Context: an optimization exercise on an open-source flow, tuned for small area, a short achievable clock period and few clock cycles. The choices shown serve that exercise and are no tape-out recipe. No functional check of the RTL was part of any run shown here. Power figures rest on the tool's default switching activity, not on a simulated workload.

### constraint.sdc
create_clock -name core_clock -period 25.0 [get_ports {clk}]
set_input_delay 5.0000 -clock core_clock [delete_from_list [all_inputs] [get_ports {clk}]]
set_output_delay 5.0000 -clock core_clock [all_outputs]
set_load 0.01 [all_outputs]
### standard.sh
#!/bin/bash
# synth_recipe.tcl (not shown) runs the flow's synth.tcl, then flattens the netlist and writes it again
# the make line also repeats each setting of config.mk as NAME=value (left out here)
make -C /OpenROAD-flow-scripts/flow DESIGN_CONFIG=/design/flow/config.mk WORK_HOME=/design/flow/orfs CLKGATE_MAP_FILE= SYNTH_SCRIPT=/design/flow/synth_recipe.tcl "${@:-finish}"
### flow/run.sh
#!/bin/bash
# Layout: the standard ORFS flow (standard.sh), with
#  - timing repair aimed well below the design's clock period (a setup-slack
#    margin), so that the period the layout achieves gets optimised;
#  - port buffers of a stronger cell than the default delay buffer;
set -euo pipefail
CTS="-sink_clustering_enable -repair_clock_nets -sink_clustering_size 20 -sink_clustering_max_diameter 100 -dont_use_dummy_load -buf_list {sky130_fd_sc_hd__clkbuf_8 sky130_fd_sc_hd__clkbuf_16}"
bash standard.sh SETUP_SLACK_MARGIN=${MARGIN:-18.5} TNS_END_PERCENT=${TNS:-0} \
  "BUFFER_PORTS_ARGS=-buffer_cell sky130_fd_sc_hd__buf_4" "CTS_ARGS=$CTS" finish > standard_flow.log 2>&1
### design.v
module add13 (
  input  [12:0] a,
  input  [12:0] b,
  output [13:0] s
);
  assign s = {1'b0, a} + {1'b0, b};
endmodule
module add21 (
  input  [20:0] a,
  input  [20:0] b,
  output [21:0] s
);
  assign s = {1'b0, a} + {1'b0, b};
endmodule
module add5 (
  input  [4:0] a,
  input  [4:0] b,
  output [4:0] s
);
  assign s = a + b;
endmodule
module mux2c (
  input  s, a1, a0,
  output y
);
  assign y = s ? a1 : a0;
endmodule
module aoi222 (
  input  a0, b0, a1, b1, a2, b2,
  output y
);
  assign y = ~((a0 & b0) | (a1 & b1) | (a2 & b2));
endmodule
module aoi22 (
  input  a0, b0, a1, b1,
  output y
);
  assign y = ~((a0 & b0) | (a1 & b1));
endmodule
module nand4x (
  input  a, b, c, d,
  output y
);
  assign y = ~(a & b & c & d);
endmodule
module nand3x (
  input  a, b, c,
  output y
);
  assign y = ~(a & b & c);
endmodule
module sel33 (
  input  [32:0] s,
  input  [32:0] d,
  output        y
);
  wire [10:0] n;
  genvar g;
  generate
    for (g = 0; g < 11; g = g + 1) begin : grp
      aoi222 u (.a0(s[3*g]), .b0(d[3*g]), .a1(s[3*g+1]), .b1(d[3*g+1]),
                .a2(s[3*g+2]), .b2(d[3*g+2]), .y(n[g]));
    end
  endgenerate
  wire o0, o1, o2;
  nand4x q0 (.a(n[0]), .b(n[1]), .c(n[2]),  .d(n[3]), .y(o0));
  nand4x q1 (.a(n[4]), .b(n[5]), .c(n[6]),  .d(n[7]), .y(o1));
  nand3x q2 (.a(n[8]), .b(n[9]), .c(n[10]), .y(o2));
  assign y = o0 | o1 | o2;
endmodule
module nand2x (
  input  a, b,
  output y
);
  assign y = ~(a & b);
endmodule
module sel34 (
  input  [33:0] s,
  input  [33:0] d,
  output        yn
);
  wire [11:0] n;
  genvar g;
  generate
    for (g = 0; g < 11; g = g + 1) begin : grp
      aoi222 u (.a0(s[3*g]), .b0(d[3*g]), .a1(s[3*g+1]), .b1(d[3*g+1]),
                .a2(s[3*g+2]), .b2(d[3*g+2]), .y(n[g]));
    end
  endgenerate
  nand2x u11 (.a(s[33]), .b(d[33]), .y(n[11]));
  wire o0, o1, o2;
  nand4x q0 (.a(n[0]), .b(n[1]), .c(n[2]),  .d(n[3]),  .y(o0));
  nand4x q1 (.a(n[4]), .b(n[5]), .c(n[6]),  .d(n[7]),  .y(o1));
  nand4x q2 (.a(n[8]), .b(n[9]), .c(n[10]), .d(n[11]), .y(o2));
  assign yn = ~(o0 | o1 | o2);
endmodule
module sel32 (
  input  [31:0] s,
  input  [31:0] d,
  output        y
);
  wire [10:0] n;
  genvar g;
  generate
    for (g = 0; g < 10; g = g + 1) begin : grp
      aoi222 u (.a0(s[3*g]), .b0(d[3*g]), .a1(s[3*g+1]), .b1(d[3*g+1]),
                .a2(s[3*g+2]), .b2(d[3*g+2]), .y(n[g]));
    end
  endgenerate
  aoi22 u10 (.a0(s[30]), .b0(d[30]), .a1(s[31]), .b1(d[31]), .y(n[10]));
  wire o0, o1, o2;
  nand4x q0 (.a(n[0]), .b(n[1]), .c(n[2]),  .d(n[3]), .y(o0));
  nand4x q1 (.a(n[4]), .b(n[5]), .c(n[6]),  .d(n[7]), .y(o1));
  nand3x q2 (.a(n[8]), .b(n[9]), .c(n[10]), .y(o2));
  assign y = o0 | o1 | o2;
endmodule
module sel8 (
  input  [7:0] s,
  input  [7:0] d,
  output       y
);
  wire [2:0] n;
  aoi222 u0 (.a0(s[0]), .b0(d[0]), .a1(s[1]), .b1(d[1]), .a2(s[2]), .b2(d[2]), .y(n[0]));
  aoi222 u1 (.a0(s[3]), .b0(d[3]), .a1(s[4]), .b1(d[4]), .a2(s[5]), .b2(d[5]), .y(n[1]));
  aoi22  u2 (.a0(s[6]), .b0(d[6]), .a1(s[7]), .b1(d[7]), .y(n[2]));
  nand3x q (.a(n[0]), .b(n[1]), .c(n[2]), .y(y));
endmodule
module nor3x (
  input  a, b, c,
  output y
);
  assign y = ~(a | b | c);
endmodule
module sel32n (
  input  [31:0] s,
  input  [31:0] d,
  output        yn
);
  wire [10:0] n;
  genvar g;
  generate
    for (g = 0; g < 10; g = g + 1) begin : grp
      aoi222 u (.a0(s[3*g]), .b0(d[3*g]), .a1(s[3*g+1]), .b1(d[3*g+1]),
                .a2(s[3*g+2]), .b2(d[3*g+2]), .y(n[g]));
    end
  endgenerate
  aoi22 u10 (.a0(s[30]), .b0(d[30]), .a1(s[31]), .b1(d[31]), .y(n[10]));
  wire o0, o1, o2;
  nand4x q0 (.a(n[0]), .b(n[1]), .c(n[2]),  .d(n[3]), .y(o0));
  nand4x q1 (.a(n[4]), .b(n[5]), .c(n[6]),  .d(n[7]), .y(o1));
  nand3x q2 (.a(n[8]), .b(n[9]), .c(n[10]), .y(o2));
  nor3x  q3 (.a(o0), .b(o1), .c(o2), .y(yn));
endmodule
module single_cycle_risc (
  input         clk,
  input         rst,
  output [31:0] imem_addr,
  input  [31:0] imem_data,
  output        wb_valid,
  output [4:0]  wb_rd,
  output [31:0] wb_data
);
reg [31:0] pc_f;
reg        v_x;          
reg [31:0] a_rn, b_rn;   
reg [31:0] imm_r;        
reg [31:0] alt_r;        
reg [4:0]  rd_x;
reg [2:0]  f3_x;         
reg [2:0]  op_x;         
reg        x_load, x_store, x_branch, x_jalr, x_link, x_wr, x_sub, x_sra, x_pt;
reg        x_use2, x_lui, x_auipc;
reg        wb_valid_r;   
reg [4:0]  wb_rd_r;
reg [31:0] wb_data_r;
assign imem_addr = pc_f;
assign wb_valid  = wb_valid_r;
assign wb_rd     = wb_rd_r;
assign wb_data   = wb_data_r;
wire [31:0] ins = imem_data;
wire [4:0]  f_op  = ins[6:2];
wire [2:0]  f_f3  = ins[14:12];
wire [4:0]  f_rd  = ins[11:7];
wire [4:0]  f_rs1 = ins[19:15];
wire [4:0]  f_rs2 = ins[24:20];
wire f_load   = ~ins[5] & ~ins[4];
wire f_store  = ~ins[6] & ins[5] & ~ins[4];
wire f_branch = ins[6] & ~ins[2];
wire f_jalr   = ins[6] & ~ins[3] & ins[2];
wire f_jal    = ins[6] & ins[3];
wire f_opr    = ~ins[6] & ins[5] & ins[4] & ~ins[2];
wire f_auipc  = ~ins[5] & ins[4] & ins[2];
wire f_lui    = ~ins[6] & ins[5] & ins[4] & ins[2];
wire f_arith  = ~ins[6] & ins[4] & ~ins[2];        
wire f_uimm   = ~ins[6] & ins[4] & ins[2];         
wire f_use2   = ins[5] & ~ins[2];                  
wire        f_immu = ins[4] & ins[2];                
wire        f_imms = ~ins[6] & ins[5] & ~ins[4];     
wire [19:0] f_uhi  = ins[31:12] - {19'b0, ~ins[5]};  
wire [31:0] f_imm  = {f_immu ? f_uhi : {20{ins[31]}},
                      f_immu ? {7{~ins[5]}} : ins[31:25],
                      f_immu ? {{3{~ins[5]}}, 2'b0} : (f_imms ? ins[11:7] : ins[24:20])};
reg [1023:32] rf;
wire [31:0] wdec = {31'b0, wb_valid_r} << wb_rd_r;    
wire        byp1 = wb_valid_r & (wb_rd_r == f_rs1);
wire        byp2 = wb_valid_r & (wb_rd_r == f_rs2);
wire [31:0] s1, s2;
wire [7:0]  lo1n, lo2n;
wire [3:0]  hi1n, hi2n;
genvar r;
generate
  for (r = 0; r < 8; r = r + 1) begin : g_lo
    nand3x u1 (.a(f_rs1[0] == r[0]), .b(f_rs1[1] == r[1]), .c(f_rs1[2] == r[2]), .y(lo1n[r]));
    nand3x u2 (.a(f_rs2[0] == r[0]), .b(f_rs2[1] == r[1]), .c(f_rs2[2] == r[2]), .y(lo2n[r]));
  end
  for (r = 0; r < 4; r = r + 1) begin : g_hi
    nand2x u1 (.a(f_rs1[3] == r[0]), .b(f_rs1[4] == r[1]), .y(hi1n[r]));
    nand2x u2 (.a(f_rs2[3] == r[0]), .b(f_rs2[4] == r[1]), .y(hi2n[r]));
  end
  for (r = 1; r < 32; r = r + 1) begin : g_sel
    nor3x u1 (.a(lo1n[r%8]), .b(hi1n[r/8]), .c(wdec[r]), .y(s1[r]));
    nor3x u2 (.a(lo2n[r%8]), .b(hi2n[r/8]), .c(wdec[r]), .y(s2[r]));
  end
endgenerate
assign s1[0] = byp1;
assign s2[0] = byp2;
wire [31:0] f_an, f_bn;    
generate
  for (r = 0; r < 32; r = r + 1) begin : g_rd
    wire [31:0] d = {rf[32*31+r], rf[32*30+r], rf[32*29+r], rf[32*28+r],
                     rf[32*27+r], rf[32*26+r], rf[32*25+r], rf[32*24+r], rf[32*23+r],
                     rf[32*22+r], rf[32*21+r], rf[32*20+r], rf[32*19+r], rf[32*18+r],
                     rf[32*17+r], rf[32*16+r], rf[32*15+r], rf[32*14+r], rf[32*13+r],
                     rf[32*12+r], rf[32*11+r], rf[32*10+r], rf[32*9+r],  rf[32*8+r],
                     rf[32*7+r],  rf[32*6+r],  rf[32*5+r],  rf[32*4+r],  rf[32*3+r],
                     rf[32*2+r],  rf[32*1+r],  wb_data_r[r]};
    sel32n u1 (.s(s1), .d(d), .yn(f_an[r]));
    sel32n u2 (.s(s2), .d(d), .yn(f_bn[r]));
  end
endgenerate
wire [31:0] f_immb = {{19{ins[31]}}, ins[31], ins[7], ins[30:25], ins[11:8], 1'b0};
wire [31:0] f_immj = {{11{ins[31]}}, ins[31], ins[19:12], ins[20], ins[30:21], 1'b0};
wire [31:0] pc_seq = pc_f + 32'd4;
wire [13:0] tb_lo;
wire [21:0] tj_lo;
add13 u_tb (.a(pc_f[12:0]), .b(f_immb[12:0]), .s(tb_lo));
add21 u_tj (.a(pc_f[20:0]), .b(f_immj[20:0]), .s(tj_lo));
wire [18:0] pb    = pc_f[31:13];
wire [18:0] pb_p1 = pb + 19'd1;
wire [18:0] pb_m1 = pb - 19'd1;
wire [10:0] pj    = pc_f[31:21];
wire [10:0] pj_p1 = pj + 11'd1;
wire [10:0] pj_m1 = pj - 11'd1;
wire [18:0] hb1 = ins[31] ? pb : pb_p1;
wire [18:0] hb0 = ins[31] ? pb_m1 : pb;
wire [10:0] hj1 = ins[31] ? pj : pj_p1;
wire [10:0] hj0 = ins[31] ? pj_m1 : pj;
wire [31:0] f_tgtb, f_tgtj;
assign f_tgtb[12:0] = tb_lo[12:0];
assign f_tgtj[20:0] = tj_lo[20:0];
genvar t;
generate
  for (t = 13; t < 32; t = t + 1) begin : g_tb
    mux2c u (.s(tb_lo[13]), .a1(hb1[t-13]), .a0(hb0[t-13]), .y(f_tgtb[t]));
  end
  for (t = 21; t < 32; t = t + 1) begin : g_tj
    mux2c u (.s(tj_lo[21]), .a1(hj1[t-21]), .a0(hj0[t-21]), .y(f_tgtj[t]));
  end
endgenerate
wire [31:0] rv1 = ~a_rn;
wire [31:0] rv2 = ~b_rn;
wire [31:0] opa = x_lui ? 32'b0 : (x_auipc ? alt_r : rv1);
wire [31:0] opb = x_use2 ? rv2 : imm_r;
wire [32:0] sum = {1'b0, opa} + {1'b0, opb ^ {32{x_sub}}} + {32'b0, x_sub};
wire        ltu = ~sum[32];
wire        lts = (opa[31] ^ opb[31]) ? opa[31] : sum[31];
wire        eq  = (rv1 == rv2);
wire        sh_left = ~op_x[2];
wire [31:0] sh_in;
wire [31:0] sh_out;
genvar g;
generate
  for (g = 0; g < 32; g = g + 1) begin : g_rev
    assign sh_in[g] = sh_left ? rv1[31-g] : rv1[g];
  end
endgenerate
wire [31:0] sh_r = $signed({x_sra & rv1[31], sh_in}) >>> opb[4:0];
generate
  for (g = 0; g < 32; g = g + 1) begin : g_rev2
    assign sh_out[g] = sh_left ? sh_r[31-g] : sh_r[g];
  end
endgenerate
reg [31:0] alu;
always @* begin
  case (op_x)
    3'b000: alu = sum[31:0];
    3'b001: alu = sh_out;
    3'b010: alu = {31'b0, lts};
    3'b011: alu = {31'b0, ltu};
    3'b100: alu = rv1 ^ opb;
    3'b101: alu = sh_out;
    3'b110: alu = rv1 | opb;
    default: alu = rv1 & opb;
  endcase
end
reg  [255:0] dm;
wire [4:0]  addr;
add5 u_aa (.a(rv1[4:0]), .b(imm_r[4:0]), .s(addr));
wire [2:0]  aw   = addr[4:2];
wire [1:0]  ao   = addr[1:0];
wire [7:0] ws0 = 8'b1 << aw;
wire [7:0] ws1 = {ws0[6:0], ws0[7]};
wire [7:0] lane_s [0:3];
wire [2:0] ao_le = {ao <= 2'd2, ao <= 2'd1, ao == 2'd0};
generate
  for (r = 0; r < 24; r = r + 1) begin : g_ls
    mux2c u (.s(ao_le[r/8]), .a1(ws0[r%8]), .a0(ws1[r%8]), .y(lane_s[r/8][r%8]));
  end
endgenerate
assign lane_s[3] = ws0;
wire [7:0] lane_r [0:3];
generate
  for (r = 0; r < 32; r = r + 1) begin : g_dm
    wire [7:0] wd = {dm[8*(28+r/8)+r%8], dm[8*(24+r/8)+r%8], dm[8*(20+r/8)+r%8], dm[8*(16+r/8)+r%8],
                     dm[8*(12+r/8)+r%8], dm[8*(8+r/8)+r%8],  dm[8*(4+r/8)+r%8],  dm[8*(r/8)+r%8]};
    sel8 u (.s(lane_s[r/8]), .d(wd), .y(lane_r[r/8][r%8]));
  end
endgenerate
wire [31:0] lanes = {lane_r[3], lane_r[2], lane_r[1], lane_r[0]};
reg  [31:0] mrd;    
always @* begin
  case (ao)
    2'd0: mrd = lanes;
    2'd1: mrd = {lanes[7:0],  lanes[31:8]};
    2'd2: mrd = {lanes[15:0], lanes[31:16]};
    default: mrd = {lanes[23:0], lanes[31:24]};
  endcase
end
wire        ld_sign = ~f3_x[2] & (f3_x[0] ? mrd[15] : mrd[7]);
wire [31:0] ld_val = {f3_x[1] ? mrd[31:16] : {16{ld_sign}},
                      (f3_x[1] | f3_x[0]) ? mrd[15:8] : {8{ld_sign}},
                      mrd[7:0]};
reg [31:0] st_data;
always @* begin
  case (ao)
    2'd0: st_data = rv2;
    2'd1: st_data = {rv2[23:0], rv2[31:24]};
    2'd2: st_data = {rv2[15:0], rv2[31:16]};
    default: st_data = {rv2[7:0], rv2[31:8]};
  endcase
end
wire [3:0] nb_mask = f3_x[1] ? 4'b1111 : (f3_x[0] ? 4'b0011 : 4'b0001);
wire [7:0] en_rot  = {nb_mask, nb_mask} << ao;
wire [3:0] lane_en = en_rot[7:4];
wire       st_en   = v_x & x_store;
integer sw, sj;
always @(posedge clk) begin
  for (sw = 0; sw < 8; sw = sw + 1)
    for (sj = 0; sj < 4; sj = sj + 1)
      if (st_en & lane_en[sj] & lane_s[sj][sw])
        dm[8*(sw*4+sj) +: 8] <= st_data[sj*8 +: 8];
end
wire        taken    = f3_x[2] ? ((f3_x[1] ? ltu : lts) ^ f3_x[0]) : (eq ^ f3_x[0]);
wire        redirect = v_x & (x_jalr | (x_branch & (taken ^ x_pt)));
wire [31:0] npc      = x_jalr ? {sum[31:1], 1'b0} : alt_r;
wire        rf_we    = v_x & x_wr;
wire        sel_npc = redirect;
wire        sel_tj  = ~redirect & f_jal;
wire        sel_tb  = ~redirect & f_branch & ins[31];
wire        sel_seq = ~redirect & ~f_jal & ~(f_branch & ins[31]);
wire [31:0] pc_next = ({32{sel_npc}} & npc) | ({32{sel_tj}} & f_tgtj) |
                      ({32{sel_tb}} & f_tgtb) | ({32{sel_seq}} & pc_seq);
wire [31:0] result = x_load ? ld_val : (x_link ? alt_r : alu);
always @(posedge clk) begin
  if (rst) begin
    pc_f       <= 32'b0;
    v_x        <= 1'b0;
    wb_valid_r <= 1'b0;
  end else begin
    pc_f       <= pc_next;
    v_x        <= ~redirect;
    wb_valid_r <= rf_we;
  end
  a_rn     <= (rf_we & (rd_x == f_rs1)) ? ~result : f_an;
  b_rn     <= (rf_we & (rd_x == f_rs2)) ? ~result : f_bn;
  imm_r    <= f_imm;
  alt_r    <= ({32{f_branch & ~ins[31]}} & f_tgtb) | ({32{~(f_branch & ~ins[31])}} & pc_seq);
  rd_x     <= f_rd;
  f3_x     <= f_f3;
  op_x     <= f_arith ? f_f3 : 3'b000;
  x_load   <= f_load;
  x_store  <= f_store;
  x_branch <= f_branch;
  x_jalr   <= f_jalr;
  x_link   <= f_jal | f_jalr;
  x_wr     <= ~f_store & ~f_branch & (f_rd != 5'd0);
  x_sub    <= f_branch | (f_opr & ins[30] & (f_f3 == 3'b000)) | (f_arith & (f_f3[2:1] == 2'b01));
  x_sra    <= f_arith & ins[30] & (f_f3 == 3'b101);
  x_pt     <= f_branch & ins[31];
  x_use2   <= f_use2;
  x_lui    <= f_lui;
  x_auipc  <= f_auipc;
  wb_rd_r   <= rd_x;
  wb_data_r <= result;
end
integer wk;
always @(posedge clk) begin
  for (wk = 1; wk < 32; wk = wk + 1)
    if (wb_valid_r & (wb_rd_r == wk))
      rf[32*wk +: 32] <= wb_data_r;
end
endmodule
### config.mk
export PLATFORM = sky130hd
export DESIGN_NAME = single_cycle_risc
export DESIGN_NICKNAME = single_cycle_risc
export VERILOG_FILES = /design/flow/design.v
export SDC_FILE = /design/flow/constraint.sdc
export NUM_CORES = 8
export LEC_CHECK = 0
export CAP_MARGIN = 30
export CELL_PAD_IN_SITES_DETAIL_PLACEMENT = 1
export CELL_PAD_IN_SITES_GLOBAL_PLACEMENT = 2
export CORE_MARGIN = 2
export CORE_UTILIZATION = 40
export PLACE_DENSITY = 0.5
export SLEW_MARGIN = 30
export SYNTH_HIERARCHICAL = 1
==> flow_metrics.env, run 1 <==
export IMPL_ff2ff_path_depth=17
export IMPL_wire_per_inst_um=38.8
export IMPL_period_share=0.276
export IMPL_hold_slack_ps=389
export IMPL_synth_top_family_by_area="compound AO/OA/AOI/OAI gates"
export IMPL_worst_slew_pin_slew_ps=1080
export IMPL_synthCells=5565
export IMPL_holdPathStages=0
export IMPL_clockBufferDepth=3
export IMPL_skew_ps=86.6
export IMPL_synth_xor_area_share=0.0286
export IMPL_pwr_share_comb=0.340
export IMPL_synth_mux_area_fraction=0.0595
export IMPL_synth_simple_area_share=0.0956
export IMPL_ir_worst_vdd_mv=0.0653
export IMPL_reg2reg_slack_ps=18330
export IMPL_synth_cell_types=101
export IMPL_maxSlewHeadroom=0.261
export IMPL_power_density_nw_per_um2=83.3
export IMPL_p_leak_uw=0.0276
export IMPL_fp_dieH_um=431
export IMPL_grt_max_degree=55
export IMPL_synthTopCellsByArea="edfxtp_1, a222oi_1, dfxtp_1, ha_1, mux4_2"
export IMPL_vias_per_cell=6.86
export IMPL_final_nets=5995
export IMPL_cp_start_kind="input pin"
export IMPL_drv_slew=0
export IMPL_die_area_um2=185000
export IMPL_min_to="wb_rd_r[3]$_DFF_P_"
export IMPL_port_buffers=101
export IMPL_syn_area_um2=72800
export IMPL_first_global_vias=55909
export IMPL_r2r_end="b_rn[8]$_DFF_P_"
export IMPL_numClockSinks=1470
export IMPL_internal_power_uw=4380
export IMPL_gp_congestion=0.950
export IMPL_r2r_start="a_rn[0]$_DFF_P_"
export IMPL_p_sw_frac=0.363
export IMPL_clkTransAtPathRegs_ps=90
export IMPL_grt_util_all_layers=0.334
export IMPL_areaGrowthSynthToFinish_pct=13.4
export IMPL_pwr_share_seq=0.455
export IMPL_critPathCaptureType="flop"
export IMPL_max_freq_ghz=0.145
export IMPL_tns_ps=0
export IMPL_drtPass1Iterations=10
export IMPL_yosys_area_top_type="edfxtp_1"
export IMPL_worstPathRequired_ps=25640
export IMPL_met2_usage=0.572
export IMPL_path_class="input pin to flop"
export IMPL_yosys_register_bits=1470
export IMPL_grt_ovfl_total=0
export IMPL_cts_inserted_buffers=87
export IMPL_grt_use_met1=0.438
export IMPL_antenna_found_initial=16
export IMPL_grt_pass1_wl_um=441000
export IMPL_synth_most_common_cell="edfxtp_1"
export IMPL_clockRootBuffer="clkbuf_16"
export IMPL_synth_compound_area_share=0.187
export IMPL_fp_row_count=156
export IMPL_crit_slowest_cell="a222oi_1"
export IMPL_totalWireLength_um=318000
export IMPL_nFillCells=18079
export IMPL_yosysTopAreaCellShare=0.515
export IMPL_synthFlopType="edfxtp_1"
export IMPL_grt_use_met3=0.0364
export IMPL_rsz0062_at_grt="yes"
export IMPL_worstHoldStart="rd_x[3]$_DFF_P_"
export IMPL_ant_nets=0
export IMPL_htree_levels=3
export IMPL_drt_iter0_markers=8675
export IMPL_io_pin_count=104
export IMPL_via_count=56245
export IMPL_place_hpwl_um=211000
export IMPL_syn_avg_cell_area_um2=13.1
export IMPL_fin_crit_ps=6900
export IMPL_top_usage_layer="met2"
export IMPL_setup_violations=0
export IMPL_drc_errors=0
export IMPL_status="no timing/DRC/antenna violations"
export IMPL_worstPathCellList="buf_8 > clkinvlp_4 > nand3_4 > nor3_4 > buf_12 > a222oi_1 > nand4_1 > nor3_2 > mux2_2"
export IMPL_cp_max_fo=32
export IMPL_async_flop_share=0
export IMPL_clkPwrFrac=0.205
export IMPL_hold_path_class="flop to flop"
export IMPL_start_util=0.403
export IMPL_switching_power_uw=2500
export IMPL_seq_area_frac_synth=0.576
export IMPL_drv_cap=0
export IMPL_yosysWarningCount=7
export IMPL_drive_gt1_frac=0.197
export IMPL_clock_latency_ps=780
export IMPL_cts_tree="yes"
export IMPL_cts_hold_buf=0
export IMPL_core_um2=181000
export IMPL_die_x_um=431
export IMPL_arrival_ps=7540
export IMPL_slowest_delay_ps=480
export IMPL_synthAdderAreaFrac=0.0252
export IMPL_synth_edff_count=1248
export IMPL_hold_viol_final=0
export IMPL_synth_commonest_cells="edfxtp_1, a222oi_1, nor2_1, a21oi_1, nand2_1"
==> layer usage <==
| metal | vias up | part of all wire |
|---|---|---|
| met5 | - | 0.00017 |
| met1 | 29491 | 0.41 |
| li1 | 23759 | - |
| met3 | 505 | 0.063 |
| met4 | 8 | 0.042 |
| met2 | 2482 | 0.49 |
==> per-module statistics from Yosys, one instance, submodules excluded, a selection <==
module  cells inside  area, um^2
nand4x             1        6.26
mux2c              1        15.0
aoi22              1        12.5
add21            151        1200
nand2x             1        3.75
nor3x              1        10.0
nand3x             1        5.00
aoi222             1        10.0
add13             91         687
==> how the worst max path moves through the flow <==
stage | startpoint | endpoint | slack [ps]
floorplan | imem_data[22] | pc_f[22]$_SDFF_PP0_ | 17490
global placement | imem_data[18] | a_rn[24]$_DFF_P_ | 16650
detailed placement | imem_data[18] | a_rn[24]$_DFF_P_ | 16650
global route | imem_data[21] | b_rn[24]$_DFF_P_ | 18040
finish | imem_data[21] | b_rn[11]$_DFF_P_ | 18100
CTS | imem_data[18] | a_rn[14]$_DFF_P_ | 18270
==> repair_timing <==
item	4_1_cts	5_1_grt
gates resized for setup	297	9
endpoints found under the setup margin	201	192
pin swaps	125	12
setup buffers	97	4
cloned	7	0
==> flip-flops by register name, indices dropped and copies added (netlist names), 3 cells and up <==
register / count
dm: 256
a_rn: 32
op_x: 3
imm_r: 32
rd_x: 5
pc_f: 32
alt_r: 32
wb_rd_r: 5
b_rn: 32
f3_x: 3
rf: 992
wb_data_r: 32
==> final cells by class <==
type	instances	area [um^2]	share of cell area
antenna	11	27.5	0.000333
clock buffer	87	2180	0.0264
inverter	217	858	0.0104
multi-input combinational	3617	30600	0.370
sequential	1470	41900	0.508
tap	2370	2970	0.0359
timing repair buffer	424	4050	0.0491
==> stage by stage <==
| stage | cells | power, uW | area (um^2) | setup WS [ps] | util |
|---|---|---|---|---|---|
| 2_1_floorplan | 5566 | 4410 | 72900 | 17490 | - |
| 3_3_place_gp | 7988 | 5380 | 77700 | 16650 | 0.430 |
| 3_5_place_dp | 7990 | 5410 | 77800 | 16650 | 0.430 |
| 4_1_cts | 8181 | 6880 | 82500 | 18270 | 0.456 |
| 5_1_grt | 8191 | 7120 | 82600 | 18040 | 0.457 |
| 6_report | 8196 | 6880 | 82600 | 18100 | 0.457 |
==> placed cells by master, fill, tap and decap left out, types with 100 or more instances in the layout <==
cell type | Yosys | layout
mux2i_1 | 101 | 100
nand2_1 | 224 | 212
ha_1 | 140 | 117
o21ai_0 | 135 | 128
buf_4 | 33 | 337
xnor2_1 | 138 | 136
nor2_1 | 348 | 309
nand4_1 | 158 | 158
a222oi_1 | 704 | 704
edfxtp_1 | 1248 | 1248
inv_1 | 210 | 199
a21oi_1 | 267 | 259
dfxtp_1 | 222 | 213
nand3_1 | 180 | 160
==> power groups by stage <==
stage / Clock [uW] / Sequential [uW] / Combinational (uW)
floorplan: 0 / 3220 / 1200
global placement: 0 / 3180 / 2200
detailed placement: 0 / 3180 / 2230
CTS: 1440 / 3130 / 2310
global route: 1510 / 3130 / 2470
finish: 1410 / 3130 / 2340
==> logic make-up after synthesis <==
kind of cell             after synthesis
AND/OR/NAND/NOR                     1303
multiplexers                         304
buffers and inverters                480
AO/OA/AOI/OAI                       1626
XOR/XNOR                             237
adder cells (fa/ha/maj)              144
other                                  1
flip-flops                          1470
==> worst max-delay path: cells and delay by family <==
family                 cells  cell delay [ps]
and+or+nand+nor            4             1150
AOI/OAI and AO/OA          1              480
buffers and inverters      3              590
muxes                      1              230
==> run 2, diff against run 1 <==
--- a/config.mk
+++ b/config.mk
@@ -11,4 +11,4 @@
 export CORE_MARGIN = 2
-export CORE_UTILIZATION = 40
-export PLACE_DENSITY = 0.5
+export CORE_UTILIZATION = 45
+export PLACE_DENSITY = 0.62
 export SLEW_MARGIN = 30
==> run 2 against run 1 <==
Effect of this change: still clean on timing, DRC and antenna; total power decreased by 0.54%; setup slack got worse by 150 ps; synthesized cell count is the same; largest cell class unchanged; largest power group unchanged.
==> flow_metrics.env, run 2 <==
export IMPL_status="no timing/DRC/antenna violations"
export IMPL_yosysTopAreaCellShare=0.515
export IMPL_final_area_um2=82100
export IMPL_start_util=0.453
export IMPL_synth_commonest_cells="edfxtp_1, a222oi_1, nor2_1, a21oi_1, nand2_1"
export IMPL_hold_slack_ps=383
export IMPL_grt_ovfl_total=0
export IMPL_internal_power_uw=4390
export IMPL_cts_inserted_buffers=88
export IMPL_hold_viol_final=0
export IMPL_first_global_vias=55658
export IMPL_async_flop_share=0
export IMPL_p_sw_frac=0.359
export IMPL_worst_slew_pin_slew_ps=1130
export IMPL_regMostFlops="rf"
export IMPL_largest_reg_flops=992
export IMPL_clockRootBuffer="clkbuf_16"
export IMPL_r2r_start="a_rn[0]$_DFF_P_"
export IMPL_io_pin_count=104
export IMPL_syn_area_um2=72800
export IMPL_cts_hold_buf=0
export IMPL_drt_iter0_markers=8972
export IMPL_drv_cap=0
export IMPL_cts_tree="yes"
export IMPL_grt_max_degree=65
export IMPL_drv_slew=0
export IMPL_yosysWarningCount=7
export IMPL_r2r_end="a_rn[12]$_DFF_P_"
export IMPL_worstPathRequired_ps=25580
export IMPL_seq_area_frac_synth=0.576
export IMPL_cp_start_kind="input pin"
export IMPL_yosys_area_top_type="edfxtp_1"
export IMPL_switching_power_uw=2460
export IMPL_reg_largest_list="rf (992), dm (256)"
export IMPL_port_buffers=101
export IMPL_synth_edff_count=1248
export IMPL_placed_cell_area_um2=77400
export IMPL_max_freq_ghz=0.142
export IMPL_clock_latency_ps=760
export IMPL_synth_cell_types=101
export IMPL_reg2reg_slack_ps=18150
export IMPL_synth_most_common_cell="edfxtp_1"
export IMPL_grt_util_all_layers=0.356
export IMPL_period_share=0.282
export IMPL_drtPass1Iterations=9
export IMPL_startpoint="imem_data[18]"
export IMPL_wire_per_inst_um=37.8
export IMPL_pwr_share_seq=0.459
export IMPL_areaGrowthSynthToFinish_pct=12.8
export IMPL_totalWireLength_um=302000
export IMPL_ant_nets=0
export IMPL_setup_violations=0
export IMPL_htree_levels=3
export IMPL_ff2ff_path_depth=17
export IMPL_clockBufferDepth=3
export IMPL_yosys_register_bits=1470
export IMPL_min_to="wb_rd_r[2]$_DFF_P_"
export IMPL_numClockSinks=1470
export IMPL_path_class="input pin to flop"
export IMPL_antenna_found_initial=9
export IMPL_tns_ps=0
export IMPL_die_area_um2=165000
export IMPL_hold_path_class="flop to flop"
export IMPL_place_hpwl_um=202000
export IMPL_via_count=56614
export IMPL_syn_avg_cell_area_um2=13.1
export IMPL_final_nets=6001
export IMPL_grt_pass1_wl_um=420000
export IMPL_die_x_um=406
export IMPL_worstHoldStart="rd_x[2]$_DFF_P_"
export IMPL_p_leak_uw=0.0276
export IMPL_drive_gt1_frac=0.198
export IMPL_holdPathStages=0
export IMPL_ir_worst_vdd_mv=0.0639
export IMPL_clkPwrFrac=0.205
export IMPL_fin_util=0.511
export IMPL_layout_commonest_cell="edfxtp_1"
export IMPL_maxSlewHeadroom=0.228
export IMPL_layout_common_cells="edfxtp_1, a222oi_1, buf_4"
export IMPL_synthTopCellsByArea="edfxtp_1, a222oi_1, dfxtp_1, ha_1, mux4_2"
export IMPL_cp_max_fo=9
export IMPL_clkTransAtPathRegs_ps=80
export IMPL_arrival_ps=7630
export IMPL_pwr_share_comb=0.336
export IMPL_core_um2=161000
export IMPL_critPathCaptureType="flop"
export IMPL_gp_congestion=0.994
export IMPL_fp_dieH_um=406
export IMPL_rsz0062_at_grt="yes"
export IMPL_vias_per_cell=7.09
export IMPL_finalPower_uw=6840
export IMPL_power_density_nw_per_um2=83.4
export IMPL_synthFlopType="edfxtp_1"
export IMPL_skew_ps=130
export IMPL_fin_crit_ps=7050
export IMPL_fp_row_count=147
export IMPL_drc_errors=0
export IMPL_synthCells=5565
## run 2: cell counts after synthesis
Identical to the previous run, type by type.
## run 2: cell families (layout without fill, tap and decap cells)
logic type,Yosys count,in the layout,share of synthesized area
xor+xnor,237,237,0.0286
compound gates,1626,1627,0.187
flops,1470,1470,0.576
other cells,1,4,0.0000515
fa+ha+maj,144,144,0.0252
mux,304,304,0.0595
simple gates,1303,1303,0.0956
buf+inv,480,734,0.0283
## run 2: worst max-delay path, cell delays in order
cell and delay (ps):
buf_8 190, clkinvlp_4 220, nand2_8 190, buf_12 120, nor3_4 70, buf_12 190, buf_8 170, a222oi_1 430
nand4_1 440, nor3_4 390, nand2_1 90, o21ai_0 90
## run 2: modules after synthesis (local to each module, per instance), excerpt
module | area (um^2) | times used | flip-flops and latches | cells inside
add13 | 687 | 1 | 0 | 91
add21 | 1200 | 1 | 0 | 151
add5 | 159 | 1 | 0 | 19
aoi222 | 10.0 | 704 | 0 | 1
mux2c | 15.0 | 54 | 0 | 1
nand2x | 3.75 | 8 | 0 | 1
nand3x | 5.00 | 112 | 0 | 1
nand4x | 6.26 | 128 | 0 | 1
nor3x | 10.0 | 126 | 0 | 1
single_cycle_risc | 59100 | 1 | 1470 | 4076
## run 2: worst max-delay path by stage
| stage | end | depth (start not counted) | slack, ps |
|---|---|---|---|
| 3_3_place_gp | pc_f[22]$_SDFF_PP0_ | 13 | 16670 |
| 5_1_grt | pc_f[15]$_SDFF_PP0_ | 13 | 18020 |
| 2_1_floorplan | pc_f[22]$_SDFF_PP0_ | 12 | 17490 |
| 6_report | a_rn[5]$_DFF_P_ | 12 | 17950 |
| 4_1_cts | pc_f[22]$_SDFF_PP0_ | 13 | 18180 |
| 3_5_place_dp | pc_f[23]$_SDFF_PP0_ | 13 | 16620 |
## run 2: layout make-up
class	count	area, um^2
tap	2160	2700
antenna	2	5.00
timing repair buffer	429	3840
multi-input combinational	3617	30600
inverter	217	853
clock buffer	88	2200
fill	15821	78500
sequential	1470	41900
## run 2: stage by stage
stage               worst slack [ps]  std cells
global route                   18020       7982
finish                         17950       7983
floorplan                      17490       5566
global placement               16670       7768
CTS                            18180       7954
detailed placement             16620       7771
## run 2: power by group through the flow
| stage | Clock (uW) | Combinational, uW | Sequential, uW |
|---|---|---|---|
| final | 1400 | 2300 | 3140 |
| after global placement | 0 | 2130 | 3190 |
| after floorplan | 0 | 1200 | 3220 |
| after CTS | 1420 | 2240 | 3140 |
| after global routing | 1490 | 2420 | 3140 |
| after detailed placement | 0 | 2170 | 3190 |
## run 2: routing by layer
| metal | track usage | routed length (um) | share of wire |
|---|---|---|---|
| met1 | 0.468 | 116000 | 0.39 |
| met2 | 0.601 | 146000 | 0.48 |
| met3 | 0.0510 | 25800 | 0.086 |
| met4 | 0.126 | 13400 | 0.044 |
| met5 | 0 | 12 | 0.000040 |
## run 2: timing repair
| item | 4_1_cts | 5_1_grt |
|---|---|---|
| pin swaps | 94 | 46 |
| gates cloned | 3 | 2 |
| resized for setup | 223 | 40 |
| setup buffers | 92 | 24 |
| setup endpoints to repair | 178 | 184 |
==> run 3, diff against run 2 <==
--- a/flow/run.sh
+++ b/flow/run.sh
@@ -7,3 +7,3 @@
 CTS="-sink_clustering_enable -repair_clock_nets -sink_clustering_size 20 -sink_clustering_max_diameter 100 -dont_use_dummy_load -buf_list {sky130_fd_sc_hd__clkbuf_8 sky130_fd_sc_hd__clkbuf_16}"
-bash standard.sh SETUP_SLACK_MARGIN=${MARGIN:-18.5} TNS_END_PERCENT=${TNS:-0} \
+bash standard.sh SETUP_SLACK_MARGIN=${MARGIN:-18.0} TNS_END_PERCENT=${TNS:-0} \
   "BUFFER_PORTS_ARGS=-buffer_cell sky130_fd_sc_hd__buf_4" "CTS_ARGS=$CTS" finish > standard_flow.log 2>&1
--- a/config.mk
+++ b/config.mk
@@ -11,4 +11,4 @@
 export CORE_MARGIN = 2
-export CORE_UTILIZATION = 45
-export PLACE_DENSITY = 0.62
+export CORE_UTILIZATION = 40
+export PLACE_DENSITY = 0.5
 export SLEW_MARGIN = 30
==> run 3 against run 2 <==
Effect of this change: still clean on timing, DRC and antenna; count of clock-buffer cells in the layout is 1 lower; clock skew shrank 40 ps; wire length rose by 2.9%; non-clock buffer count fell by 83; maximum frequency down 1.9%; critical endpoint is now b_rn[12]$_DFF_P_; largest power group unchanged.
==> flow_metrics.env, run 3 <==
export IMPL_status="no timing/DRC/antenna violations"
export IMPL_endpoint="b_rn[12]$_DFF_P_"
export IMPL_grt_ovfl_total=0
export IMPL_drt_iter0_markers=8497
export IMPL_grt_max_degree=55
export IMPL_drc_errors=0
export IMPL_ant_nets=0
export IMPL_drv_slew=0
export IMPL_hold_viol_final=0
export IMPL_numClockSinks=1470
export IMPL_synth_commonest_cells="edfxtp_1, a222oi_1, nor2_1, a21oi_1, nand2_1"
export IMPL_clockBufferDepth=3
export IMPL_place_hpwl_um=211000
export IMPL_die_area_um2=185000
export IMPL_critPathCaptureType="flop"
export IMPL_yosysTopAreaCellShare=0.515
export IMPL_maxSlewHeadroom=0.198
export IMPL_synthCells=5565
export IMPL_yosys_register_bits=1470
export IMPL_cp_common_cell="buf_4"
export IMPL_layout_common_cells="edfxtp_1, a222oi_1, buf_4"
export IMPL_power_density_nw_per_um2=84.4
export IMPL_drtPass1Iterations=10
export IMPL_yosys_area_top_type="edfxtp_1"
export IMPL_worstPathCellList="buf_4 > clkinvlp_4 > nand2_4 > nor3_4 > buf_4 > a222oi_1 > nand4_1 > nor3_2 > nand2_1 > o21ai_0"
export IMPL_core_um2=181000
export IMPL_worstPathRequired_ps=25640
export IMPL_synth_edff_count=1248
export IMPL_cts_inserted_buffers=87
export IMPL_antenna_found_initial=15
export IMPL_start_util=0.403
export IMPL_htree_levels=3
export IMPL_fin_util=0.448
export IMPL_cp_start_kind="input pin"
export IMPL_via_count=55607
export IMPL_reg2reg_slack_ps=18120
export IMPL_post_place_cells=7990
export IMPL_synth_most_common_cell="edfxtp_1"
export IMPL_gp_congestion=0.950
export IMPL_reg_largest_list="rf (992), dm (256)"
export IMPL_cp_max_fo=32
export IMPL_hold_path_class="flop to flop"
export IMPL_max_freq_ghz=0.139
export IMPL_setup_violations=0
export IMPL_cts_tree="yes"
export IMPL_totalWireLength_um=311000
export IMPL_layout_commonest_cell="edfxtp_1"
export IMPL_first_global_vias=55071
export IMPL_vias_per_cell=6.86
export IMPL_p_leak_uw=0.0269
export IMPL_wire_per_inst_um=38.3
export IMPL_grt_util_all_layers=0.325
export IMPL_syn_area_um2=72800
export IMPL_drive_gt1_frac=0.180
export IMPL_clock_latency_ps=770
export IMPL_tns_ps=0
export IMPL_synth_cell_types=101
export IMPL_startpoint="imem_data[23]"
export IMPL_synthFlopType="edfxtp_1"
export IMPL_arrival_ps=7830
export IMPL_synthTopCellsByArea="edfxtp_1, a222oi_1, dfxtp_1, ha_1, mux4_2"
export IMPL_r2r_start="a_rn[0]$_DFF_P_"
export IMPL_skew_ps=90.2
export IMPL_rsz0062_at_grt="yes"
export IMPL_cp_num_cells=10
export IMPL_die_x_um=431
export IMPL_period_share=0.288
export IMPL_yosysWarningCount=7
export IMPL_drv_cap=0
export IMPL_worst_slew_pin_slew_ps=1170
export IMPL_areaGrowthSynthToFinish_pct=11.1
export IMPL_fin_crit_ps=7190
export IMPL_fp_row_count=156
export IMPL_io_pin_count=104
export IMPL_cpLargestDelayFamily="simple AND/OR/NAND/NOR gates"
export IMPL_async_flop_share=0
export IMPL_path_class="input pin to flop"
export IMPL_seq_area_frac_synth=0.576
export IMPL_crit_slowest_cell="a222oi_1"
export IMPL_regMostFlops="rf"
export IMPL_cts_hold_buf=0
export IMPL_final_nets=5916
export IMPL_slowest_delay_ps=720
export IMPL_syn_avg_cell_area_um2=13.1
export IMPL_ir_worst_vdd_mv=0.0647
export IMPL_fp_dieH_um=431
export IMPL_critPathBufInv=3
export IMPL_largest_reg_flops=992
export IMPL_clockRootBuffer="clkbuf_16"
export IMPL_ff2ff_path_depth=20
export IMPL_clkTransAtPathRegs_ps=90
export IMPL_grt_pass1_wl_um=431000
export IMPL_port_buffers=101
export IMPL_layoutNonFillerInstCount=8110
export IMPL_r2r_end="a_rn[19]$_DFF_P_"
[run 3: cell types whose count changed in the layout (fill, tap and decap cells not counted), sizes merged]
cell	previous run	this run
bufbuf	2	0
diode	2	4
clkbuf	89	87
buf	426	346
a31oi	50	49
inv	201	203
clkinvlp	10	8
[run 3: through the flow]
step / worst slack (ps) / hold WS, ps / power, uW / area, um^2
after global routing: 17900 / 405 / 7060 / 80900
final: 17810 / 394 / 6820 / 80900
after CTS: 17940 / 391 / 6820 / 80400
after floorplan: 17490 / 374 / 4410 / 72900
after global placement: 16650 / 388 / 5380 / 77700
after detailed placement: 16650 / 396 / 5410 / 77800
[run 3: cell type report]
type                            count  area (um^2)
Antenna cell                        4         10.0
Tap cell                         2370         2970
Fill cell                       18213        99900
Timing Repair Buffer              346         2740
Inverter                          217          851
Multi-Input combinational cell   3616        30200
Clock buffer                       87         2180
Sequential cell                  1470        41900
[run 3: modules after synthesis (local to each module, per instance), a selection]
module | flip-flops and latches | cells
mux2c | 0 | 1
add13 | 0 | 91
nand3x | 0 | 1
aoi22 | 0 | 1
aoi222 | 0 | 1
add5 | 0 | 19
nor3x | 0 | 1
add21 | 0 | 151
[run 3: worst min path at each step]
stage | end | start | slack (ps) | cells after the start
detailed placement | wb_rd_r[4]$_DFF_P_ | rd_x[4]$_DFF_P_ | 400 | 0
global route | wb_rd_r[3]$_DFF_P_ | rd_x[3]$_DFF_P_ | 410 | 0
finish | wb_rd_r[3]$_DFF_P_ | rd_x[3]$_DFF_P_ | 390 | 0
floorplan | wb_rd_r[2]$_DFF_P_ | rd_x[2]$_DFF_P_ | 370 | 0
global placement | wb_rd_r[1]$_DFF_P_ | rd_x[1]$_DFF_P_ | 390 | 0
CTS | wb_rd_r[3]$_DFF_P_ | rd_x[3]$_DFF_P_ | 390 | 0
[run 3: where the power goes]
| group | switching (uW) | internal (uW) |
|---|---|---|
| combinational | 1550 | 731 |
| sequential | 131 | 3000 |
| clock | 794 | 617 |
| total | 2480 | 4340 |
[run 3: logic make-up after synthesis]
family | count (synthesis) | share of synthesized area
AOI/OAI and AO/OA | 1626 | 0.187
xor gates and xnor gates | 237 | 0.0286
adders and majority gates | 144 | 0.0252
buffers and inverters | 480 | 0.0283
DFF | 1470 | 0.576
muxes | 304 | 0.0595
other | 1 | 0.0000515
and+or+nand+nor | 1303 | 0.0956
[run 3: routing by layer]
layer / vias up / GRT usage / wire length [um]
met5: - / 0 / 80
met4: 12 / 0.106 / 11600
met3: 462 / 0.0363 / 19900
met2: 2406 / 0.555 / 152000
met1: 29146 / 0.432 / 127000
li1: 23581 / - / -
[run 3: timing repair]
action                     in CTS  in global routing
gates resized for setup        84                 57
setup endpoints to repair     109                 97
pin swaps                      32                 33
buffers inserted                5                 24
==> run 4, diff against run 3 <==
--- a/flow/run.sh
+++ b/flow/run.sh
@@ -7,3 +7,3 @@
 CTS="-sink_clustering_enable -repair_clock_nets -sink_clustering_size 20 -sink_clustering_max_diameter 100 -dont_use_dummy_load -buf_list {sky130_fd_sc_hd__clkbuf_8 sky130_fd_sc_hd__clkbuf_16}"
-bash standard.sh SETUP_SLACK_MARGIN=${MARGIN:-18.0} TNS_END_PERCENT=${TNS:-0} \
+bash standard.sh SETUP_SLACK_MARGIN=${MARGIN:-18.8} TNS_END_PERCENT=${TNS:-0} \
   "BUFFER_PORTS_ARGS=-buffer_cell sky130_fd_sc_hd__buf_4" "CTS_ARGS=$CTS" finish > standard_flow.log 2>&1
==> run 4 against run 3 <==
Effect of this change: combinational power is 2% higher; register-to-register slack better by 210 ps; sequential power hardly changed; area after synthesis stayed put; maximum frequency is 4.1% higher; synthesized cell count stayed put; critical path type unchanged; largest cell class unchanged; largest power group unchanged.
==> flow_metrics.env, run 4 <==
export IMPL_status="no timing/DRC/antenna violations"
export IMPL_drtPass1Iterations=10
export IMPL_arrival_ps=7540
export IMPL_core_um2=181000
export IMPL_place_hpwl_um=211000
export IMPL_synth_cell_types=101
export IMPL_areaGrowthSynthToFinish_pct=13.4
export IMPL_layout_commonest_cell="edfxtp_1"
export IMPL_clkTransAtPathRegs_ps=90
export IMPL_io_pin_count=104
export IMPL_tns_ps=0
export IMPL_critPathCaptureType="flop"
export IMPL_clockRootBuffer="clkbuf_16"
export IMPL_worst_slew_pin_slew_ps=1080
export IMPL_max_freq_ghz=0.145
export IMPL_fp_dieH_um=431
export IMPL_via_count=56245
export IMPL_largest_reg_flops=992
export IMPL_syn_area_um2=72800
export IMPL_nFillCells=18079
export IMPL_first_global_vias=55909
export IMPL_path_class="input pin to flop"
export IMPL_grt_util_all_layers=0.334
export IMPL_internal_power_uw=4380
export IMPL_yosys_register_bits=1470
export IMPL_p_leak_uw=0.0276
export IMPL_clockBufferDepth=3
export IMPL_start_util=0.403
export IMPL_synth_edff_count=1248
export IMPL_drc_errors=0
export IMPL_regMostFlops="rf"
export IMPL_cp_max_fo=32
export IMPL_grt_ovfl_total=0
export IMPL_wire_per_inst_um=38.8
export IMPL_die_area_um2=185000
export IMPL_layout_setup_ws_ps=18100
export IMPL_reg_largest_list="rf (992), dm (256)"
export IMPL_synthFlopType="edfxtp_1"
export IMPL_multi_input_area_um2=30600
export IMPL_yosys_area_top_type="edfxtp_1"
export IMPL_clock_latency_ps=780
export IMPL_drt_iter0_markers=8675
export IMPL_ff_latch_area_um2=41900
export IMPL_switching_power_uw=2500
export IMPL_synth_most_common_cell="edfxtp_1"
export IMPL_gp_congestion=0.950
export IMPL_synthTopCellsByArea="edfxtp_1, a222oi_1, dfxtp_1, ha_1, mux4_2"
export IMPL_cts_tree="yes"
export IMPL_rsz0062_at_grt="yes"
export IMPL_totalWireLength_um=318000
export IMPL_cts_hold_buf=0
export IMPL_grt_max_degree=55
export IMPL_hold_viol_final=0
export IMPL_yosysWarningCount=7
export IMPL_maxSlewHeadroom=0.261
export IMPL_cts_inserted_buffers=87
export IMPL_p_sw_frac=0.363
export IMPL_setup_violations=0
export IMPL_pre_cts_ws_ps=16650
export IMPL_ant_nets=0
export IMPL_period_share=0.276
export IMPL_fp_row_count=156
export IMPL_cp_start_kind="input pin"
export IMPL_hold_path_class="flop to flop"
export IMPL_hold_slack_ps=389
export IMPL_ir_worst_vdd_mv=0.0653
export IMPL_htree_levels=3
export IMPL_numClockSinks=1470
export IMPL_layout_common_cells="edfxtp_1, a222oi_1, buf_4"
export IMPL_fin_crit_ps=6900
export IMPL_die_x_um=431
export IMPL_clkPwrFrac=0.205
export IMPL_synth_commonest_cells="edfxtp_1, a222oi_1, nor2_1, a21oi_1, nand2_1"
export IMPL_pwr_share_comb=0.340
export IMPL_drv_cap=0
export IMPL_port_buffers=101
export IMPL_drive_gt1_frac=0.197
export IMPL_final_nets=5995
export IMPL_pwr_share_seq=0.455
export IMPL_fin_util=0.457
export IMPL_drv_slew=0
export IMPL_skew_ps=86.6
export IMPL_grt_pass1_wl_um=441000
export IMPL_worstPathRequired_ps=25640
export IMPL_seq_area_frac_synth=0.576
export IMPL_yosysTopAreaCellShare=0.515
export IMPL_vias_per_cell=6.86
export IMPL_synthCells=5565
export IMPL_finalPower_uw=6880
export IMPL_power_density_nw_per_um2=83.3
export IMPL_antenna_found_initial=16
export IMPL_syn_avg_cell_area_um2=13.1
export IMPL_async_flop_share=0
==> run 4: cell count changes in the layout (fill, tap and decap cells not counted), moves of 7 or more <==
cell / delta
buf_16: +9
ha_1: -11
diode_2: +7
buf_4: +20
buf_8: +12
ha_4: +12
buf_12: +27
==> run 4: per-module statistics from Yosys (local to each module, per instance), excerpt <==
module,cells inside,times used
single_cycle_risc,4076,1
add5,19,1
add21,151,1
add13,91,1
nor3x,1,126
nand3x,1,112
==> run 4: metal layers <==
metal,vias to the layer above,part of all wire,global-route usage,wire (um)
met1,29491,0.41,0.438,130000
met3,505,0.063,0.0364,19900
met4,8,0.042,0.119,13400
met5,-,0.00017,0,53
li1,23759,-,-,-
met2,2482,0.49,0.572,155000
==> run 4: worst max-delay path, cell delays in order <==
cell        delay (ps)
buf_8              160
clkinvlp_4         250
nand3_4            260
nor3_4              80
buf_12             180
a222oi_1           480
nand4_1            350
nor3_2             460
mux2_2             230
==> run 4: worst paths after layout <==
kind	depth (start not counted)	end	slack, ps	startpoint
setup / recovery	9	b_rn[11]$_DFF_P_	18100	imem_data[21]
hold / removal	0	wb_rd_r[3]$_DFF_P_	390	rd_x[3]$_DFF_P_
setup reg to reg	17	b_rn[8]$_DFF_P_	18330	a_rn[0]$_DFF_P_
hold reg to reg	0	wb_rd_r[3]$_DFF_P_	390	rd_x[3]$_DFF_P_
==> run 4: kinds of logic after synthesis <==
kind of cell | Yosys count | share of synthesized area
adder cells (fa/ha/maj) | 144 | 0.0252
AO/OA/AOI/OAI | 1626 | 0.187
buffers and inverters | 480 | 0.0283
other | 1 | 0.0000515
flip-flops | 1470 | 0.576
AND/OR/NAND/NOR | 1303 | 0.0956
XOR/XNOR | 237 | 0.0286
multiplexers | 304 | 0.0595
==> run 4: power groups by stage <==
stage | Sequential [uW] | Combinational, uW | Clock, uW
2_1_floorplan | 3220 | 1200 | 0
3_3_place_gp | 3180 | 2200 | 0
3_5_place_dp | 3180 | 2230 | 0
4_1_cts | 3130 | 2310 | 1440
5_1_grt | 3130 | 2470 | 1510
6_report | 3130 | 2340 | 1410
==> run 4: area by class of cell <==
type                    instances  area share
diodes                         11    0.000333
clock buffers                  87      0.0264
inverters                     217      0.0104
multi-input cells            3617       0.370
flip-flops and latches       1470       0.508
well taps                    2370      0.0359
repair buffers                424      0.0491
==> run 4: timing repair <==
item                                    4_1_cts  5_1_grt
pin swaps                                   125       12
gates cloned                                  7        0
endpoints found under the setup margin      230      225
resized for setup                           297        9
setup buffers                                97        4
==> run 4: per-stage QoR <==
stage,area [um^2],std cells
after CTS,82500,8181
after floorplan,72900,5566
final,82600,8196
after global routing,82600,8191
after detailed placement,77800,7990
after global placement,77700,7988
==> run 5, diff against run 4 <==
--- a/design.v
+++ b/design.v
@@ -136,2 +136,4 @@
   input  [31:0] d,
+  input         fx,
+  input         fd,
   output        yn
@@ -151,3 +153,9 @@
   nand3x q2 (.a(n[8]), .b(n[9]), .c(n[10]), .y(o2));
-  nor3x  q3 (.a(o0), .b(o1), .c(o2), .y(yn));
+  aoi2111 q3 (.a0(fx), .a1(fd), .b(o0), .c(o1), .d(o2), .y(yn));
+endmodule
+module aoi2111 (
+  input  a0, a1, b, c, d,
+  output y
+);
+  assign y = ~((a0 & a1) | b | c | d);
 endmodule
@@ -203,5 +211,11 @@
 reg [1023:32] rf;
+wire        rf_we;
 wire [31:0] wdec = {31'b0, wb_valid_r} << wb_rd_r;    
-wire        byp1 = wb_valid_r & (wb_rd_r == f_rs1);
-wire        byp2 = wb_valid_r & (wb_rd_r == f_rs2);
+wire [31:0] xdec = {31'b0, rf_we} << rd_x;            
+wire        w_eff = wb_valid_r & ~(rf_we & (rd_x == wb_rd_r));
+wire        byp1 = w_eff & (wb_rd_r == f_rs1);
+wire        byp2 = w_eff & (wb_rd_r == f_rs2);
+wire        fx1  = rf_we & (rd_x == f_rs1);
+wire        fx2  = rf_we & (rd_x == f_rs2);
+wire [31:0] blk  = wdec | xdec;
 wire [31:0] s1, s2;
@@ -220,4 +234,4 @@
   for (r = 1; r < 32; r = r + 1) begin : g_sel
-    nor3x u1 (.a(lo1n[r%8]), .b(hi1n[r/8]), .c(wdec[r]), .y(s1[r]));
-    nor3x u2 (.a(lo2n[r%8]), .b(hi2n[r/8]), .c(wdec[r]), .y(s2[r]));
+    nor3x u1 (.a(lo1n[r%8]), .b(hi1n[r/8]), .c(blk[r]), .y(s1[r]));
+    nor3x u2 (.a(lo2n[r%8]), .b(hi2n[r/8]), .c(blk[r]), .y(s2[r]));
   end
@@ -236,4 +250,4 @@
                      rf[32*2+r],  rf[32*1+r],  wb_data_r[r]};
-    sel32n u1 (.s(s1), .d(d), .yn(f_an[r]));
-    sel32n u2 (.s(s2), .d(d), .yn(f_bn[r]));
+    sel32n u1 (.s(s1), .d(d), .fx(fx1), .fd(result[r]), .yn(f_an[r]));
+    sel32n u2 (.s(s2), .d(d), .fx(fx2), .fd(result[r]), .yn(f_bn[r]));
   end
@@ -365,3 +379,3 @@
 wire [31:0] npc      = x_jalr ? {sum[31:1], 1'b0} : alt_r;
-wire        rf_we    = v_x & x_wr;
+assign      rf_we    = v_x & x_wr;
 wire        sel_npc = redirect;
@@ -383,4 +397,4 @@
   end
-  a_rn     <= (rf_we & (rd_x == f_rs1)) ? ~result : f_an;
-  b_rn     <= (rf_we & (rd_x == f_rs2)) ? ~result : f_bn;
+  a_rn     <= f_an;
+  b_rn     <= f_bn;
   imm_r    <= f_imm;
--- a/flow/run.sh
+++ b/flow/run.sh
@@ -7,3 +7,3 @@
 CTS="-sink_clustering_enable -repair_clock_nets -sink_clustering_size 20 -sink_clustering_max_diameter 100 -dont_use_dummy_load -buf_list {sky130_fd_sc_hd__clkbuf_8 sky130_fd_sc_hd__clkbuf_16}"
-bash standard.sh SETUP_SLACK_MARGIN=${MARGIN:-18.8} TNS_END_PERCENT=${TNS:-0} \
+bash standard.sh SETUP_SLACK_MARGIN=${MARGIN:-18.5} TNS_END_PERCENT=${TNS:-0} \
   "BUFFER_PORTS_ARGS=-buffer_cell sky130_fd_sc_hd__buf_4" "CTS_ARGS=$CTS" finish > standard_flow.log 2>&1
==> run 5 against run 4 <==
Effect of this change: clock power is essentially flat; clock skew grew 9.9 ps; non-clock buffer count is 26 higher; combinational power about the same; critical path type unchanged; highest routed layer unchanged.
==> flow_metrics.env, run 5 <==
export IMPL_pwr_share_comb=0.340
export IMPL_setup_violations=0
export IMPL_finalPower_uw=6930
export IMPL_arrival_ps=7730
export IMPL_place_hpwl_um=213000
export IMPL_start_util=0.402
export IMPL_cp_common_cell="buf_12"
export IMPL_synth_commonest_cells="edfxtp_1, a222oi_1, nor2_1, nand2_1, a21oi_1"
export IMPL_drive_gt1_frac=0.198
export IMPL_power_density_nw_per_um2=84.5
export IMPL_yosysTopAreaCellShare=0.523
export IMPL_final_nets=5801
export IMPL_clock_latency_ps=780
export IMPL_grt_util_all_layers=0.351
export IMPL_max_freq_ghz=0.139
export IMPL_drtPass1Iterations=10
export IMPL_hold_slack_ps=428
export IMPL_first_global_vias=55463
export IMPL_maxSlewHeadroom=0.217
export IMPL_reg_largest_list="rf (992), dm (256)"
export IMPL_antenna_found_initial=22
export IMPL_endpoint="a_rn[22]$_DFF_P_"
export IMPL_reg2reg_slack_ps=18170
export IMPL_nFillCells=17801
export IMPL_synthTopCellsByArea="edfxtp_1, a222oi_1, dfxtp_1, ha_1, mux4_2"
export IMPL_ff2ff_path_depth=22
export IMPL_via_count=55808
export IMPL_p_leak_uw=0.0273
export IMPL_worstPathCellList="buf_16 > clkinvlp_4 > nand2_8 > buf_12 > nor3_4 > buf_12 > a222oi_1 > nand4_1 > a2111oi_4"
export IMPL_grt_use_met1=0.459
export IMPL_pwr_share_seq=0.455
export IMPL_hold_viol_final=0
export IMPL_path_class="input pin to flop"
export IMPL_yosys_area_top_type="edfxtp_1"
export IMPL_syn_area_um2=71700
export IMPL_drc_errors=0
export IMPL_rsz0062_at_grt="yes"
export IMPL_ant_nets=0
export IMPL_critPathBufInv=4
export IMPL_die_area_um2=183000
export IMPL_internal_power_uw=4390
export IMPL_slowest_delay_ps=820
export IMPL_final_area_um2=82000
export IMPL_cts_tree="yes"
export IMPL_synthCells=5322
export IMPL_synthFlopType="edfxtp_1"
export IMPL_clkPwrFrac=0.205
export IMPL_fp_dieH_um=427
export IMPL_die_x_um=427
export IMPL_synth_cell_types=101
export IMPL_totalWireLength_um=327000
export IMPL_cp_max_fo=32
export IMPL_seq_area_frac_synth=0.585
export IMPL_layout_common_cells="edfxtp_1, a222oi_1, buf_4"
export IMPL_grt_use_met3=0.0508
export IMPL_synth_edff_count=1248
export IMPL_startpoint="imem_data[18]"
export IMPL_top_usage_layer="met2"
export IMPL_r2r_start="a_rn[2]$_DFF_P_"
export IMPL_cpLargestDelayFamily="compound AO/OA/AOI/OAI gates"
export IMPL_port_buffers=101
export IMPL_multi_input_area_um2=29900
export IMPL_placed_cell_area_um2=77000
export IMPL_met2_usage=0.556
export IMPL_worstPathRequired_ps=25530
export IMPL_syn_avg_cell_area_um2=13.5
export IMPL_cts_inserted_buffers=87
export IMPL_skew_ps=96.5
export IMPL_clkTransAtPathRegs_ps=80
export IMPL_worst_slew_pin_slew_ps=1170
export IMPL_clockRootBuffer="clkbuf_16"
export IMPL_grt_ovfl_total=0
export IMPL_period_share=0.288
export IMPL_yosys_register_bits=1470
export IMPL_drt_iter0_markers=8980
export IMPL_ir_worst_vdd_mv=0.0739
export IMPL_fp_row_count=155
export IMPL_drv_slew=0
export IMPL_htree_levels=3
export IMPL_cp_num_cells=9
export IMPL_vias_per_cell=6.99
export IMPL_yosysWarningCount=7
export IMPL_ff_latch_area_um2=41900
export IMPL_gp_congestion=0.943
export IMPL_cp_start_kind="input pin"
export IMPL_tns_ps=0
export IMPL_largest_reg_flops=992
export IMPL_numClockSinks=1470
export IMPL_clockBufferDepth=3
export IMPL_hold_path_class="flop to flop"
export IMPL_regMostFlops="rf"
export IMPL_switching_power_uw=2540
export IMPL_async_flop_share=0
export IMPL_grt_max_degree=63
export IMPL_areaGrowthSynthToFinish_pct=14.4
export IMPL_layout_commonest_cell="edfxtp_1"
export IMPL_r2r_end="b_rn[20]$_DFF_P_"
export IMPL_wire_per_inst_um=41.0
export IMPL_synth_most_common_cell="edfxtp_1"
export IMPL_grt_pass1_wl_um=447000
export IMPL_drv_cap=0
export IMPL_io_pin_count=104
export IMPL_crit_slowest_cell="a2111oi_4"
export IMPL_fin_crit_ps=7210
export IMPL_core_um2=178000
export IMPL_critPathCaptureType="flop"
export IMPL_p_sw_frac=0.367
export IMPL_fin_util=0.460
export IMPL_status="no timing/DRC/antenna violations"
[run 5: cell count changes in the layout (fill, tap and decap cells not counted), sizes merged, moves of 27 or more]
cell,before,now
and2,67,39
nor2,349,297
o22ai,10,44
buf,420,447
mux2,129,77
a2111oi,5,67
a211oi,73,27
nor3,185,111
mux2i,102,141
a21oi,270,242
[run 5: stage by stage]
| step | instances | setup WS [ps] |
|---|---|---|
| 3_3_place_gp | 7772 | 16190 |
| 2_1_floorplan | 5323 | 17490 |
| 4_1_cts | 7955 | 18090 |
| 3_5_place_dp | 7774 | 16180 |
| 6_report | 7981 | 17790 |
| 5_1_grt | 7978 | 17930 |
[run 5: power by group through the flow]
stage          Combinational [uW]  Clock (uW)  Sequential [uW]
6_report                     2360        1420             3150
5_1_grt                      2480        1520             3160
4_1_cts                      2320        1440             3150
3_5_place_dp                 2240           0             3200
3_3_place_gp                 2210           0             3200
2_1_floorplan                1180           0             3240
[run 5: layout make-up]
class                           count  share of cell area
Sequential cell                  1470               0.511
Multi-Input combinational cell   3422               0.365
Timing Repair Buffer              450              0.0518
Tap cell                         2355              0.0359
Clock buffer                       87              0.0265
Inverter                          192             0.00931
Antenna cell                        5            0.000153
[run 5: Yosys stat by module, one instance, submodules excluded, a selection]
module	cells	copies in the design
mux2c	1	54
nor3x	1	62
aoi2111	1	64
add13	91	1
aoi222	1	704
add5	19	1
add21	151	1
nand3x	1	112
nand4x	1	128
[run 5: layer usage]
layer / wire length, um / vias up
li1: - / 23096
met1: 129000 / 29092
met2: 150000 / 2918
met3: 25900 / 696
met4: 22600 / 6
met5: 40 / -
[run 5: worst register-to-register path: cells and delay by family, from the launching register on]
kind,cells,cell delay (ps)
AO/OA/AOI/OAI,8,2090
AND/OR/NAND/NOR,6,1270
buffers and inverters,4,1040
XOR/XNOR,1,680
flip-flops,1,650
multiplexers,2,480
adder cells (fa/ha/maj),1,400
[run 5: worst min path at each step]
stage               startpoint                  to  slack (ps)  cells past startpoint
2_1_floorplan  rd_x[3]$_DFF_P_  wb_rd_r[3]$_DFF_P_         330                      0
3_3_place_gp   rd_x[0]$_DFF_P_  wb_rd_r[0]$_DFF_P_         490                      0
3_5_place_dp   rd_x[0]$_DFF_P_  wb_rd_r[0]$_DFF_P_         490                      0
4_1_cts        rd_x[0]$_DFF_P_  wb_rd_r[0]$_DFF_P_         420                      0
5_1_grt        rd_x[0]$_DFF_P_  wb_rd_r[0]$_DFF_P_         430                      0
6_report       rd_x[0]$_DFF_P_  wb_rd_r[0]$_DFF_P_         430                      0
[run 5: timing repair]
| item | 4_1_cts | 5_1_grt |
|---|---|---|
| pin swaps | 92 | 25 |
| hold buffers | 0 | 0 |
| cloned | 3 | 0 |
| resized for setup | 274 | 18 |
| setup endpoints to repair | 197 | 185 |
| buffers inserted | 91 | 20 |
[run 5: kinds of logic (layout without fill, tap and decap cells)]
logic type | count (synthesis) | after routing | synth area share
multiplexers | 291 | 291 | 0.0576
flip-flops | 1470 | 1470 | 0.585
AO/OA/AOI/OAI | 1588 | 1588 | 0.194
buffers and inverters | 431 | 729 | 0.0256
adder cells (fa/ha/maj) | 144 | 144 | 0.0256
other | 1 | 7 | 0.0000523
AND/OR/NAND/NOR | 1156 | 1156 | 0.0826
XOR/XNOR | 241 | 241 | 0.0295

what the ideal ports hide:
The results above use ideal ports. As a check the final layouts listed here were re-extracted and re-timed, cells and wires unchanged. Step 1, drivers: a clkbuf_16 drives clk and a buf_2 each remaining input, both assumed. Step 2 adds t to the input delays and takes it off the output delays; t is the mean of the earliest and latest rising clock arrival at the registers after step 1. Input paths then give back, and output paths get back, about the clock's delay inside the block. Slacks: ideal / step 1 / step 2; pairs: ideal / step 1.
run | shift t [ns] | setup slack, ns | worst setup path after step 2 | worst data-port slew with drivers (ns)
run 1 | 0.814 | 18.097 / 18.099 / 17.285 | input to register | 0.11
run 2 | 0.780 | 17.949 / 17.989 / 17.209 | input to register | 0.15
run 3 | 0.806 | 17.812 / 17.872 / 17.066 | input to register | 0.10
run 4 | 0.814 | 18.097 / 18.099 / 17.285 | input to register | 0.11
run 5 | 0.825 | 17.794 / 17.787 / 16.963 | input to register | 0.10
After both steps every run listed still meets setup and hold. For run 5, which loses most, drivers alone change the setup slack by -0.007 ns; drivers and shift together by -0.831 ns.
